Background: an optimization exercise with open tools, aiming at small area. Do not read the settings as production practice. In this exercise RTL edits were held to simulation tests only and were not proved equivalent to the original. No activity file was given, so power comes from the tool's default toggle rates.

Setup of job 9023:
// merge
module merge (stopMerge, R_bg, G_bg, B_bg, R_sp, G_sp, B_sp, R_outRegA, G_outRegA, B_outRegA, R_outRegB, G_outRegB, B_outRegB, posX_bg, posY_bg, posX_sp, posY_sp, reset, clk, readVgaSelector,max_R_top, max_G_top, max_B_top, min_R_top, min_G_top, min_B_top, avg_R_top, avg_G_top, avg_B_top,
                        max_R_bottom, max_G_bottom, max_B_bottom, min_R_bottom, min_G_bottom, min_B_bottom, avg_R_bottom, avg_G_bottom, avg_B_bottom,
                        max_R_right, max_G_right, max_B_right, min_R_right, min_G_right, min_B_right, avg_R_right, avg_G_right, avg_B_right,
                        max_R_left, max_G_left, max_B_left, min_R_left, min_G_left, min_B_left, avg_R_left, avg_G_left, avg_B_left);
Size: ~1100 I/O pins, roughly 39000 µm² of cells after synthesis.
clock: 10.0 ns
lec_check: 0
cap_margin: 5
core_area: 2 2 323 323
die_area: 0 0 325 325
place_density: 0.85
slew_margin: 5
synth_hierarchical: 1
standard.sh (not shown) runs the stock make flow with config.mk's settings and CLKGATE_MAP_FILE= SYNTH_SCRIPT=/design/flow/synth_recipe.tcl, a recipe that flattens the netlist after the stock synthesis.
==> flow/flow/run.sh <==
#!/bin/bash
# Standard ORFS layout; the port buffers are the smallest buffer cell, the
# clock tree uses small clock buffers and no dummy loads.
set -euo pipefail
bash standard.sh \
  "BUFFER_PORTS_ARGS=-buffer_cell sky130_fd_sc_hd__buf_1" \
  "CTS_ARGS=-sink_clustering_enable -repair_clock_nets -buf_list {sky130_fd_sc_hd__clkbuf_4} -dont_use_dummy_load -sink_clustering_size 10 -sink_clustering_max_diameter 42" \
  SKIP_REPAIR_TIE_FANOUT=1 \
  finish > standard_make.log 2>&1
Changes in job 1812 relative to job 9023:
==> flow/flow/run.sh <==
#!/bin/bash
# Standard ORFS layout; the port buffers are the smallest buffer cell, the
# clock tree uses small clock buffers and no dummy loads.
set -euo pipefail
bash standard.sh \
  "BUFFER_PORTS_ARGS=-buffer_cell sky130_fd_sc_hd__buf_1" \
  "CTS_ARGS=-sink_clustering_enable -repair_clock_nets -buf_list {sky130_fd_sc_hd__clkbuf_4} -dont_use_dummy_load -sink_clustering_size 12 -sink_clustering_max_diameter 28" \
  SKIP_REPAIR_TIE_FANOUT=1 \
  finish > standard_make.log 2>&1
Notes after the runs:
In summary, job 1812 completed successfully, with a layout that passed the timing, DRC and antenna checks.
Final non-filler cell area, job 1812 and job 9023: smaller value in job 9023
Sort job 1812 and job 9023 by slew of the pin with the lowest slew margin, ascending, and job 9023 comes first.
NOTE: met3 usage in job 1812 exceeds that of job 9023
Job 9023 has a higher global-route met2 utilization than job 1812.
Delta (job 1812 minus job 9023): switching fraction of total power now sits at about the same level, per-cell routed wire length -0.47%, maximum clock rate has remained practically unchanged.
Delta (job 1812 minus job 9023): part of the power in combinational logic went down by 0.3 points; final critical path time including I/O delays and setup was more or less identical; final non-filler cell total went up by 63.
[inputs] job 502 vs job 1812
==> flow/flow/run.sh <==
#!/bin/bash
# Standard ORFS layout; the port buffers are the smallest buffer cell, the
# clock tree uses small clock buffers and no dummy loads.
set -euo pipefail
bash standard.sh \
  "BUFFER_PORTS_ARGS=-buffer_cell sky130_fd_sc_hd__buf_1" \
  "CTS_ARGS=-sink_clustering_enable -repair_clock_nets -buf_list {sky130_fd_sc_hd__clkbuf_4} -dont_use_dummy_load -sink_clustering_size 10 -sink_clustering_max_diameter 35" \
  SKIP_REPAIR_TIE_FANOUT=1 \
  finish > standard_make.log 2>&1
Notes after the runs:
Cmp job 502 and job 1812 / via count / lower: job 502
Job 1812 finished every step from synthesis to the final layout, and the layout passed the timing, DRC and antenna checks.
In summary, job 502 completed successfully, with a layout that passed the timing, DRC and antenna checks.
Job 502 vs. job 1812: post-route worst setup slack fell by 0.011 ns; final critical path time including I/O delays and setup rose by 0.011 ns; post-route cell area fell by about 0.8%; total CTS buffers fell by 23%.
Job 1812 -> job 502: cell count decreased slightly
Input changes introduced in job 9285 (baseline for comparison: job 502):
- PLACE_DENSITY now 0.92, was 0.85
==> flow/flow/run.sh <==
#!/bin/bash
# Standard ORFS layout; the port buffers are the smallest buffer cell, the
# clock tree uses small clock buffers and no dummy loads.
set -euo pipefail
bash standard.sh \
  "BUFFER_PORTS_ARGS=-buffer_cell sky130_fd_sc_hd__buf_1" \
  "CTS_ARGS=-sink_clustering_enable -repair_clock_nets -buf_list {sky130_fd_sc_hd__clkbuf_4} -dont_use_dummy_load -sink_clustering_size 10 -sink_clustering_max_diameter 42" \
  SKIP_REPAIR_TIE_FANOUT=1 \
  finish > standard_make.log 2>&1
Notes after the runs:
Job 9285 vs. job 502: post-layout total power now sits lower; combinational power now sits at about the same level.
Sort job 502 and job 9285 by final cycle utilization of the critical path, ascending, and job 9285 comes first.
Required time of the critical path, job 502 and job 9285: higher on job 502

[port drivers added, routing unchanged]
How much do the figures lean on ideal ports? The routed layouts below were timed once more, with nothing changed but the port constraints.
Step 1 sets driving cells, clkbuf_16 on the clock port and buf_2 on the other inputs (assumed; they add their load-dependent delay and slew).
Step 2 also shifts input and output timing later by t, the mid clock arrival at the registers, as if the neighbouring blocks saw the same clock.
Three values: ideal ports, drivers, drivers and shift; two values: the first two.
run	shift t [ns]	setup slack, ns	worst setup path after step 2	latest minus earliest clock arrival (ns)	pins driven straight from the clock port
job 9023	1.066	3.802 / 3.853 / 2.787	input to register	0.163 / 0.163	1
job 1812	1.118	3.804 / 3.856 / 2.738	input to register	0.203 / 0.204	1
job 502	1.071	3.794 / 3.845 / 2.775	input to register	0.171 / 0.171	1
job 9285	1.069	3.866 / 3.918 / 2.848	input to register	0.169 / 0.169	1
After both steps setup and hold are still met in every run listed. The setup slack of job 1812, which loses most, moves by +0.052 ns with the drivers and by -1.066 ns with both steps.
